What follows belongs to an exercise in optimizing a design on an open flow for small area; a production flow would make more cautious choices.
Function was checked by simulation only, so behaviour that the tests miss may differ from the original.
The clock port is modelled as an ideal driver; clocking choices that lean on that would not hold on a real chip.
Power and IR drop assume default switching activity.

==> flow/design.v <==
`timescale 1ns / 1ps
module top(
    input clk,
    input reset,
    input [2:0] btn,
    input [7:0] sw,
    input RsRx,
    output RsTx,
    output [15:0] led,
    output uartTx,
    output uartRx
    );
reg [6:0] l;
reg [4:0] g;
reg       first_done;    
reg [2:0] j6;            
wire l_end = (l == 7'd14);
always @(posedge clk, posedge reset) begin
    if (reset) begin
        l <= 7'd14;
        g <= 5'd5;
        first_done <= 1'b0;
        j6 <= 3'd0;
    end else begin
        l <= {l[5:0], ~(l[6] ^ l[5] ^ l_end)};
        if (l_end) g <= (g == 5'd19) ? 5'd0 : g + 5'd1;
        first_done <= first_done | g[4];
        j6 <= {j6[1:0], ~j6[2]};
    end
end
reg [3:0] k;           
reg [7:0] d;           
reg       cy;          
wire load = first_done & l_end & (g == 5'd5);
wire k_inc = first_done & l_end & (g == 5'd15);    
wire [3:0] addend = {k[3] & ~k[1], k[2], k[1] & ~k[3], k[0]};
always @(posedge clk, posedge reset) begin
    if (reset) k <= 4'd0;
    else if (k_inc) k <= (k == 4'd10) ? 4'd0 : k + 4'd1;
end
always @(posedge clk) begin
    if (load) d <= sw;
end
wire a_bit = ~g[2] & addend[g[1:0]];
wire d_bit = d[g[2:0]];
wire s_bit = d_bit ^ a_bit ^ cy;
always @(posedge clk) begin
    if (l_end) cy <= g[3] & ((d_bit & a_bit) | (d_bit & cy) | (a_bit & cy));
end
wire tx_low = first_done & ((g == 5'd7) | (g[3] & ~g[4] & ~s_bit));
assign RsTx = ~tx_low;
assign uartTx = RsTx;
assign uartRx = RsRx;
reg [3:0] p;
reg [3:0] t;
reg m_a, m_b, m_nl;    
wire rx_tick = ~j6[2] & ~j6[0];
wire rx_idle = p[3] & ~p[2] & p[0];
wire rx_done = (p == 4'd9);
reg [2:0] ptr;
wire ptr0 = (ptr == 3'd0);
wire [2:0] i = p[2:0];
wire [7:0] c_u = 8'h55, c_d = 8'h44, c_p = 8'h50, c_n = 8'h4E, c_nl = 8'h0A;
wire e_a  = ptr0 ? c_u[i] : c_p[i];
wire e_b  = ptr0 ? c_d[i] : c_n[i];
wire e_nl = c_nl[i];
wire sample = ~rx_idle & rx_tick & (t == 4'd15) & ~p[3];
always @(posedge clk, posedge reset) begin
    if (reset) p <= 4'd11;
    else if (rx_idle) p <= {1'b1, ~RsRx, 2'b11};
    else if (rx_tick && t == 4'd15) p <= p + 4'd1;
end
always @(posedge clk) begin
    if (rx_idle) t <= 4'd8;
    else if (rx_tick) t <= t + 4'd1;
end
always @(posedge clk) begin
    if (rx_idle) begin
        m_a <= 1'b1; m_b <= 1'b1; m_nl <= 1'b1;
    end else if (sample) begin
        m_a <= m_a & (RsRx == e_a);
        m_b <= m_b & (RsRx == e_b);
        m_nl <= m_nl & (RsRx == e_nl);
    end
end
reg b0u, b0d, b1p, b1n;
always @(posedge clk, posedge reset) begin
    if (reset) ptr <= 3'd0;
    else if (rx_done) ptr <= m_nl ? 3'd0 : ptr + 3'd1;
end
always @(posedge clk) begin
    if (rx_done && !m_nl && ptr == 3'd0) begin b0u <= m_a; b0d <= m_b; end
    if (rx_done && !m_nl && ptr == 3'd1) begin b1p <= m_a; b1n <= m_b; end
end
wire cmd_up = rx_done & m_nl & b0u & b1p;
wire cmd_dn = rx_done & m_nl & b0d & b1n;
reg prev_btn;
always @(posedge clk) prev_btn <= btn[0];
wire btn_edge = btn[0] & ~prev_btn;
reg [1:0] mode;
always @(posedge clk, posedge reset) begin
    if (reset) mode <= 2'd0;
    else if (cmd_up) mode <= 2'd1;
    else if (cmd_dn) mode <= 2'd2;
    else if (btn_edge) mode <= (mode == 2'd3) ? 2'd1 : mode + 2'd1;
end
reg [6:0] q;
reg zf, dn;
reg [13:0] cnt_led;
wire counting = mode[0] ^ mode[1];
wire step = counting & (q == 7'd75);
wire [14:0] c;
assign c[0] = step & ~zf;
genvar gi;
generate for (gi = 0; gi < 14; gi = gi + 1) begin : g_ch
    assign c[gi+1] = c[gi] & (cnt_led[gi] ^ dn);
end endgenerate
wire up_wrap = ~dn & (&{cnt_led[13], cnt_led[10:8], cnt_led[3:0]});
wire clr = step & (zf | up_wrap);
wire dn_wrap = c[14];
localparam [13:0] K9999 = 14'd9999;
always @(posedge clk, posedge reset) begin
    if (reset) cnt_led <= 14'd0;
    else cnt_led <= (cnt_led ^ c[13:0]) & {14{~clr}} & (K9999 | {14{~dn_wrap}});
end
always @(posedge clk) begin
    q <= (counting & ~step) ? {q[5:0], ~(q[6] ^ q[5])} : 7'd0;
    if (!counting) zf <= 1'b1;
    else if (step) zf <= 1'b0;
end
always @(posedge clk) if (step) dn <= mode[1];
assign led = {mode, cnt_led};
endmodule
==> flow/config.mk <==
export PLATFORM = sky130hd
export DESIGN_NAME = top
export DESIGN_NICKNAME = top
export VERILOG_FILES = /design/flow/design.v
export SDC_FILE = /design/flow/constraint.sdc
export NUM_CORES = 4
export LEC_CHECK = 0
export ABC_AREA = 1
export CAP_MARGIN = 20
export CORE_MARGIN = 2
export CORE_UTILIZATION = 50
export SLEW_MARGIN = 20
==> flow/constraint.sdc <==
create_clock -name core_clock -period 10.0 [get_ports {clk}]
set_input_delay 2.0000 -clock core_clock [delete_from_list [all_inputs] [get_ports {clk}]]
set_output_delay 2.0000 -clock core_clock [all_outputs]
set_load 0.01 [all_outputs]
standard.sh (not shown) runs the stock make flow with config.mk's settings and CLKGATE_MAP_FILE= SYNTH_SCRIPT=/design/flow/synth_recipe.tcl, a recipe that flattens the netlist after the stock synthesis.
==> flow/flow/run.sh <==
#!/bin/bash
# Standard ORFS layout (the standard.sh) with these changes:
#  - synthesis maps logic with an area-oriented ABC script (flow/abc_area.script,
#    used through ABC_AREA=1 from a local copy of the ORFS scripts folder);
#    registers and the rest of synthesis are unchanged;
#  - port buffers are sky130_fd_sc_hd__buf_1;
#  - the clock tree is built from clkbuf_8 without dummy loads, then each clock
#    buffer is downsized while flip-flop clock slews stay under 110 ps (flow/post_cts.tcl).
set -euo pipefail
rm -rf orfs_scripts
cp -r "$FLOW_HOME/scripts" orfs_scripts
cp flow/abc_area.script orfs_scripts/abc_area.script
export SCRIPTS_DIR="$PWD/orfs_scripts"
export BUFFER_PORTS_ARGS="-buffer_cell sky130_fd_sc_hd__buf_1"
export CTS_ARGS="-sink_clustering_enable -repair_clock_nets -dont_use_dummy_load -buf_list sky130_fd_sc_hd__clkbuf_8"
export POST_CTS_TCL="$PWD/flow/post_cts.tcl"
bash standard.sh > standard.log 2>&1
==> flow/flow/post_cts.tcl <==
# Downsize clock-tree buffers (leaves first, then the root) to the smallest
# clkbuf that keeps every flip-flop clock pin's slew under the limit below,
# measured with placement parasitics.
set clk_slew_limit 0.11
set clk_sizes {sky130_fd_sc_hd__clkbuf_2 sky130_fd_sc_hd__clkbuf_4 sky130_fd_sc_hd__clkbuf_8 sky130_fd_sc_hd__clkbuf_16}

proc worst_ff_clk_slew {} {
  set worst 0
  foreach p [get_pins -hierarchical */CLK] {
    set s [get_property $p slew_max]
    if {$s > $worst} { set worst $s }
  }
  return $worst
}

proc clk_buf_rank { name } {
  set i [lsearch -exact $::clk_sizes $name]
  return $i
}

estimate_parasitics -placement
puts "post_cts: worst flip-flop clock slew before downsizing [worst_ff_clk_slew]"
set bufs {}
foreach inst [get_cells clkbuf_*] {
  set n [get_property $inst name]
  if {[string match clkbuf_0_* $n]} { set bufs [concat $bufs [list $n]] } else { set bufs [concat [list $n] $bufs] }
}
foreach n $bufs {
  set orig [get_property [get_cells $n] ref_name]
  set r [clk_buf_rank $orig]
  if {$r < 0} continue
  for {set k 0} {$k < $r} {incr k} {
    set c [lindex $clk_sizes $k]
    replace_cell $n $c
    estimate_parasitics -placement
    if {[worst_ff_clk_slew] <= $clk_slew_limit} {
      puts "post_cts: $n $orig -> $c"
      break
    }
    replace_cell $n $orig
    estimate_parasitics -placement
  }
}
puts "post_cts: worst flip-flop clock slew after downsizing [worst_ff_clk_slew]"
detailed_placement
estimate_parasitics -placement
Other scripts of this flow, unchanged in this note and not shown: flow/flow/abc_area.script
The first run died in 4_1_cts.
Next try:
--- a/flow/flow/post_cts.tcl
+++ b/flow/flow/post_cts.tcl
@@ -3,4 +3,4 @@
 # measured with placement parasitics.
-set clk_slew_limit 0.11
-set clk_sizes {sky130_fd_sc_hd__clkbuf_2 sky130_fd_sc_hd__clkbuf_4 sky130_fd_sc_hd__clkbuf_8 sky130_fd_sc_hd__clkbuf_16}
+set ::clk_slew_limit 0.11
+set ::clk_sizes {sky130_fd_sc_hd__clkbuf_2 sky130_fd_sc_hd__clkbuf_4 sky130_fd_sc_hd__clkbuf_8 sky130_fd_sc_hd__clkbuf_16}
 
@@ -32,6 +32,6 @@
   for {set k 0} {$k < $r} {incr k} {
-    set c [lindex $clk_sizes $k]
+    set c [lindex $::clk_sizes $k]
     replace_cell $n $c
     estimate_parasitics -placement
-    if {[worst_ff_clk_slew] <= $clk_slew_limit} {
+    if {[worst_ff_clk_slew] <= $::clk_slew_limit} {
       puts "post_cts: $n $orig -> $c"
The new run completed with no timing, DRC or antenna violations.
Area after synthesis does not change.
Synthesized cell count does not change.

* * *

Starts from the design.v that is shown in full above.
==> flow/config.mk <==
export PLATFORM = sky130hd
export DESIGN_NAME = top
export DESIGN_NICKNAME = top
export VERILOG_FILES = /design/flow/design.v
export SDC_FILE = /design/flow/constraint.sdc
export NUM_CORES = 4
export LEC_CHECK = 0
export CAP_MARGIN = 20
export CORE_MARGIN = 2
export CORE_UTILIZATION = 70
export PLACE_DENSITY = 0.8
export SLEW_MARGIN = 20
==> flow/constraint.sdc <==
create_clock -name core_clock -period 10.0 [get_ports {clk}]
set_input_delay 2.0000 -clock core_clock [delete_from_list [all_inputs] [get_ports {clk}]]
set_output_delay 2.0000 -clock core_clock [all_outputs]
set_load 0.01 [all_outputs]
==> flow/flow/run.sh <==
#!/bin/bash
# Standard layout with buf_1 port buffers and a clock tree of clkbuf_4 without dummy loads.
export BUFFER_PORTS_ARGS="-buffer_cell sky130_fd_sc_hd__buf_1"
export CTS_ARGS="-sink_clustering_enable -repair_clock_nets -dont_use_dummy_load -buf_list sky130_fd_sc_hd__clkbuf_4 -sink_clustering_size 10"
bash standard.sh > standard.log 2>&1
==> next run, changes <==
==> flow/flow/run.sh (replaced) <==
#!/bin/bash
export BUFFER_PORTS_ARGS="-buffer_cell sky130_fd_sc_hd__buf_1"
export CTS_ARGS="-sink_clustering_enable -repair_clock_nets -dont_use_dummy_load -buf_list sky130_fd_sc_hd__clkbuf_16 -sink_clustering_size 80 -sink_clustering_max_diameter 500"
bash standard.sh > standard.log 2>&1
--- a/flow/config.mk
+++ b/flow/config.mk
@@ -10,2 +10 @@
-export CORE_UTILIZATION = 70
-export PLACE_DENSITY = 0.8
+export CORE_UTILIZATION = 40
The new run finished clean.
Combinational power rose by about 1%.
Die area rose by 70%.
Total power rose by 28%.
Cell area rose by 5.6%.
Routed wire length rose by 5.3%.
Worst setup slack gains 0.085 ns.
Critical path depth does not change.
Sequential cell count is unchanged.
Via count fell by 1.9%.
==> next run, changes <==
==> flow/flow/run.sh (replaced) <==
#!/bin/bash
# Standard layout with buf_1 port buffers and a clock tree without dummy loads.
export BUFFER_PORTS_ARGS="-buffer_cell sky130_fd_sc_hd__buf_1"
export CTS_ARGS="-sink_clustering_enable -repair_clock_nets -dont_use_dummy_load -buf_list {sky130_fd_sc_hd__clkbuf_2 sky130_fd_sc_hd__clkbuf_4 sky130_fd_sc_hd__clkbuf_8}"
bash standard.sh > standard.log 2>&1
After rerunning: Die area does not change; fmax stays flat; total power shrinks by 14%; clock power shrinks by 33%; sequential share of layout area grows by 1.3 points; register-to-register slack hardly moves; wire length grows by 1.2%; first-iteration DRC count shrinks by 4.4%.
==> next run, changes <==
==> flow/flow/run.sh (replaced) <==
#!/bin/bash
export BUFFER_PORTS_ARGS="-buffer_cell sky130_fd_sc_hd__buf_1"
export CTS_ARGS="-sink_clustering_enable -repair_clock_nets -dont_use_dummy_load -buf_list sky130_fd_sc_hd__clkbuf_8 -sink_clustering_size 30 -sink_clustering_max_diameter 200"
bash standard.sh > standard.log 2>&1
Outcome: Cell count stays the same; routed wire length stays the same; maximum frequency does not change; power does not change; final area stays the same; clock power is about the same.
==> next run, changes <==
==> flow/flow/run.sh (replaced) <==
#!/bin/bash
# Standard layout with buf_1 port buffers and a clock tree of clkbuf_4 without dummy loads.
export BUFFER_PORTS_ARGS="-buffer_cell sky130_fd_sc_hd__buf_1"
export CTS_ARGS="-sink_clustering_enable -repair_clock_nets -dont_use_dummy_load -buf_list sky130_fd_sc_hd__clkbuf_4 -sink_clustering_size 10"
bash standard.sh > standard.log 2>&1
--- a/flow/config.mk
+++ b/flow/config.mk
@@ -10 +10,2 @@
-export CORE_UTILIZATION = 40
+export CORE_UTILIZATION = 60
+export PLACE_DENSITY = 0.7
Power went down by about 9%.
First-iteration DRC count went down by 36%.
Area after synthesis stays the same.

* * *

## run A
Another version of the RTL of top (not shown whole).
For scale: about 300 cells after synthesis, roughly 33 I/O pins, about 0.0031 mm2 of cells after synthesis.
Design top, start of the top module:
module top(
    input clk,
    input reset,
    input [2:0] btn,
    input [7:0] sw,
    input RsRx,
    output RsTx,
    output [15:0] led,
    output uartTx,
    output uartRx
    );
reg [6:0] l;
reg [4:0] g;
reg [2:0] j6;            
wire l_end = (l == 7'd14);
wire g19 = g[4] & g[1] & g[0];
wire g5  = ~g[3] & g[2] & ~g[1] & g[0];
wire g7  = ~g[3] & g[2] & g[1] & g[0];
wire g15 = g[3] & g[2] & g[1] & g[0];
always @(posedge clk, posedge reset) begin
    if (reset) begin
        l <= 7'd14;
        g <= 5'd5;
        j6 <= 3'd0;
    end else begin
        l <= {l[5:0], ~(l[6] ^ l[5] ^ l_end)};
        g <= (l_end & g19) ? 5'd0 : g + {4'd0, l_end};
        j6 <= {j6[1:0], ~j6[2]};
    end
end
reg [3:0] k;
reg [7:0] d;           
reg       cy;          
wire load = l_end & g5;
wire k_inc = l_end & g15;    
wire [3:0] addend = {k[3] & ~k[1], k[2], k[1] & ~k[3], k[0]};
always @(posedge clk, posedge reset) begin
    if (reset) k <= 4'd15;
    else if (k_inc) k <= (k == 4'd10) ? 4'd0 : k + 4'd1;
end
always @(posedge clk) begin
    if (load) d <= sw;
end
wire a_bit = ~g[2] & addend[g[1:0]];
wire d_bit = d[g[2:0]];
wire s_bit = d_bit ^ a_bit ^ cy;
always @(posedge clk) begin
    if (l_end) cy <= g[3] & ((d_bit & a_bit) | (d_bit & cy) | (a_bit & cy));
end
wire tx_low = ~(k[3] & k[2]) & (g7 | (g[3] & ~s_bit));    
assign RsTx = ~tx_low;
assign uartTx = RsTx;
assign uartRx = RsRx;
reg [3:0] p;
reg [3:0] t;
reg m_a, m_b, m_nl;    
wire rx_tick = ~j6[2] & ~j6[0];
wire rx_idle = p[3] & ~p[2] & p[0];
wire rx_done = p[3] & ~p[1] & p[0];    
reg [2:0] ptr;
wire ptr0 = (ptr == 3'd0);
wire [2:0] i = p[2:0];
  ...
Settings: LEC_CHECK=0, ABC_AREA=1, CAP_MARGIN=20, CORE_MARGIN=2, CORE_UTILIZATION=70, PLACE_DENSITY=0.8, SLEW_MARGIN=20; clock period 10.0 ns.
==> flow/flow/run.sh <==
#!/bin/bash
# Standard ORFS layout (the standard.sh) with these changes:
#  - synthesis maps logic with an area-oriented ABC script (flow/abc_area.script,
#    used through ABC_AREA=1 from a local copy of the ORFS scripts folder);
#    registers and the rest of synthesis are unchanged;
#  - port buffers are sky130_fd_sc_hd__buf_1;
#  - the clock tree is built from clkbuf_8 without dummy loads, then each clock
#    buffer is downsized while flip-flop clock slews stay under 110 ps (flow/post_cts.tcl).
set -euo pipefail
rm -rf orfs_scripts
cp -r "$FLOW_HOME/scripts" orfs_scripts
cp flow/abc_area.script orfs_scripts/abc_area.script
export SCRIPTS_DIR="$PWD/orfs_scripts"
export BUFFER_PORTS_ARGS="-buffer_cell sky130_fd_sc_hd__buf_1"
export CTS_ARGS="-sink_clustering_enable -repair_clock_nets -dont_use_dummy_load -buf_list sky130_fd_sc_hd__clkbuf_8"
export POST_CTS_TCL="$PWD/flow/post_cts.tcl"
bash standard.sh > standard.log 2>&1
==> flow/flow/abc_area.script <==
strash
balance
rewrite
refactor
balance
rewrite
rewrite -z
balance
refactor -z
rewrite -z
balance
dch -f
amap
strash
dch -f
amap
strash
dch -f
amap
topo
==> flow/flow/post_cts.tcl <==
# Downsize clock-tree buffers (leaves first, then the root) to the smallest
# clkbuf that keeps every flip-flop clock pin's slew under the limit below,
# measured with placement parasitics.
set ::clk_slew_limit 0.11
set ::clk_sizes {sky130_fd_sc_hd__clkbuf_2 sky130_fd_sc_hd__clkbuf_4 sky130_fd_sc_hd__clkbuf_8 sky130_fd_sc_hd__clkbuf_16}

proc worst_ff_clk_slew {} {
  set worst 0
  foreach p [get_pins -hierarchical */CLK] {
    set s [get_property $p slew_max]
    if {$s > $worst} { set worst $s }
  }
  return $worst
}

proc clk_buf_rank { name } {
  set i [lsearch -exact $::clk_sizes $name]
  return $i
}

estimate_parasitics -placement
puts "post_cts: worst flip-flop clock slew before downsizing [worst_ff_clk_slew]"
set bufs {}
foreach inst [get_cells clkbuf_*] {
  set n [get_property $inst name]
  if {[string match clkbuf_0_* $n]} { set bufs [concat $bufs [list $n]] } else { set bufs [concat [list $n] $bufs] }
}
foreach n $bufs {
  set orig [get_property [get_cells $n] ref_name]
  set r [clk_buf_rank $orig]
  if {$r < 0} continue
  for {set k 0} {$k < $r} {incr k} {
    set c [lindex $::clk_sizes $k]
    replace_cell $n $c
    estimate_parasitics -placement
    if {[worst_ff_clk_slew] <= $::clk_slew_limit} {
      puts "post_cts: $n $orig -> $c"
      break
    }
    replace_cell $n $orig
    estimate_parasitics -placement
  }
}
puts "post_cts: worst flip-flop clock slew after downsizing [worst_ff_clk_slew]"
detailed_placement
estimate_parasitics -placement
The inputs of run B differ from those of run A as listed below.
Settings: PLACE_DENSITY no longer set, was 0.8; CORE_UTILIZATION now 50, was 70.
==> comparison <==
Smallest setup slack after layout: run B < run A
Higher fmax goes to run A over run B.
Every run (run B and run A) finished clean.
Between run A and run B, via count decreased.
From run A to run B the numbers moved as follows: count of final setup violators comparable; power per cell area now smaller.
Run B — switching power as a share of total power 0.42 points higher, run A as reference
Run B does worse than run A on total core area.
Run B vs run A on relative max-transition margin: run B is the lower one.
Run B and run A ended up with roughly the same clock latency at the later pin of the worst-skew pair.
### run B -> run C
==> flow/flow/abc_area.script <==
strash
balance
rewrite
refactor
balance
rewrite
rewrite -z
balance
refactor -z
rewrite -z
balance
dch -f
amap -F 8 -A 30
strash
dch -f
amap -F 8 -A 30
strash
dch -f
amap -F 8 -A 30
topo
### Flow results
Run C went all the way through synthesis, placement and routing and the layout is clean on timing, DRC and antenna.
Between run C and run B, it is run C whose via count of the first global-routing pass is higher, by about 1.8%.
Between run C and run B, it is run C whose net count reported at finish is lower, by about 1.1%.
Post-layout worst setup margin was higher in run C than in run B.
Run C — biggest fanout along the worst timing path 1 higher, run B as reference
Termination of the worst setup path = cnt_led[11]: run B; termination of the worst setup path = uartTx: run C
Power density over the cells grows slightly when moving from run B to run C.
#### Input delta (run D over run C)
-- flow/flow/run.sh --
<<< run C, line 6
#  - port buffers are sky130_fd_sc_hd__buf_1;
#  - the clock tree is built from clkbuf_8 without dummy loads, then each clock
#    buffer is downsized while flip-flop clock slews stay under 110 ps (flow/post_cts.tcl).
set -euo pipefail
rm -rf orfs_scripts
>>> run D, line 6
#  - port buffers are sky130_fd_sc_hd__buf_1;
#  - the clock tree is built from clkbuf_8 without dummy loads, then each clock
#    buffer is downsized, greedily, while flip-flop clock slews stay under 110 ps
#    (flow/post_cts.tcl).
set -euo pipefail
rm -rf orfs_scripts
==> flow/flow/abc_area.script <==
strash
balance
rewrite
refactor
balance
rewrite
rewrite -z
balance
refactor -z
rewrite -z
balance
dch -f
amap
strash
dch -f
amap
strash
dch -f
amap
topo
==> flow/flow/post_cts.tcl <==
# Downsize clock-tree buffers to save area while every flip-flop clock pin's
# slew (placement parasitics) stays under ::clk_slew_limit. Greedy: repeatedly
# apply the single one-step downsizing that leaves the smallest worst slew.
set ::clk_slew_limit 0.11
set ::clk_sizes {sky130_fd_sc_hd__clkbuf_1 sky130_fd_sc_hd__clkbuf_2 sky130_fd_sc_hd__clkbuf_4 sky130_fd_sc_hd__clkbuf_8 sky130_fd_sc_hd__clkbuf_16}

proc worst_ff_clk_slew {} {
  set worst 0
  foreach p [get_pins -hierarchical */CLK] {
    set s [get_property $p slew_max]
    if {$s > $worst} { set worst $s }
  }
  return $worst
}

estimate_parasitics -placement
puts "post_cts: worst flip-flop clock slew before downsizing [worst_ff_clk_slew]"
set names {}
foreach inst [get_cells clkbuf_*] { lappend names [get_property $inst name] }
while {1} {
  set best ""
  set best_s 1e9
  set best_c ""
  foreach n $names {
    set orig [get_property [get_cells $n] ref_name]
    set r [lsearch -exact $::clk_sizes $orig]
    if {$r <= 0} continue
    set c [lindex $::clk_sizes [expr {$r - 1}]]
    replace_cell $n $c
    estimate_parasitics -placement
    set s [worst_ff_clk_slew]
    replace_cell $n $orig
    if {$s <= $::clk_slew_limit && $s < $best_s} {
      set best $n
      set best_s $s
      set best_c $c
    }
  }
  if {$best == ""} break
  puts "post_cts: $best [get_property [get_cells $best] ref_name] -> $best_c (worst slew $best_s)"
  replace_cell $best $best_c
}
estimate_parasitics -placement
puts "post_cts: worst flip-flop clock slew after downsizing [worst_ff_clk_slew]"
detailed_placement
estimate_parasitics -placement
[summary]
Run D — die height about 0.3% higher, run C as reference. On combinational power: between run C and run D, it ends up higher for run D. Compared with run C, run D has less setup slack.

-- re-timing with driven ports --
No port has a modelled driver above. Below, the same layouts with a new extraction and two added sets of constraints.
Step 1 assumes that a clkbuf_16 drives the clock port and a buf_2 every other input.
Step 2, shift: input delay + t, output delay - t, t = (earliest + latest rising clock arrival at the registers) / 2. This alone moves slack from input paths to output paths.
Three values: ideal ports, drivers, drivers and shift; two values: the first two.
| run | shift t [ns] | setup WS [ns] | pins driven straight from the clock port |
|---|---|---|---|
| the second run of note 1 | 0.468 | 5.431 / 5.405 / 5.567 | 1 |
| the first run of note 2 | 0.412 | 5.250 / 5.224 / 5.549 | 1 |
| the second run of note 2 | 0.350 | 5.335 / 5.300 / 5.529 | 1 |
| the third run of note 2 | 0.363 | 5.324 / 5.291 / 5.529 | 1 |
| the fourth run of note 2 | 0.363 | 5.324 / 5.291 / 5.529 | 1 |
| the fifth run of note 2 | 0.402 | 5.295 / 5.268 / 5.556 | 1 |
| run A | 0.467 | 5.175 / 5.172 / 5.175 | 1 |
| run B | 0.483 | 5.131 / 5.131 / 5.131 | 1 |
| run C | 0.350 | 5.414 / 5.388 / 5.626 | 1 |
| run D | 0.720 | 5.025 / 4.996 / 5.132 | 1 |
After both steps setup and hold are still met in every run listed.
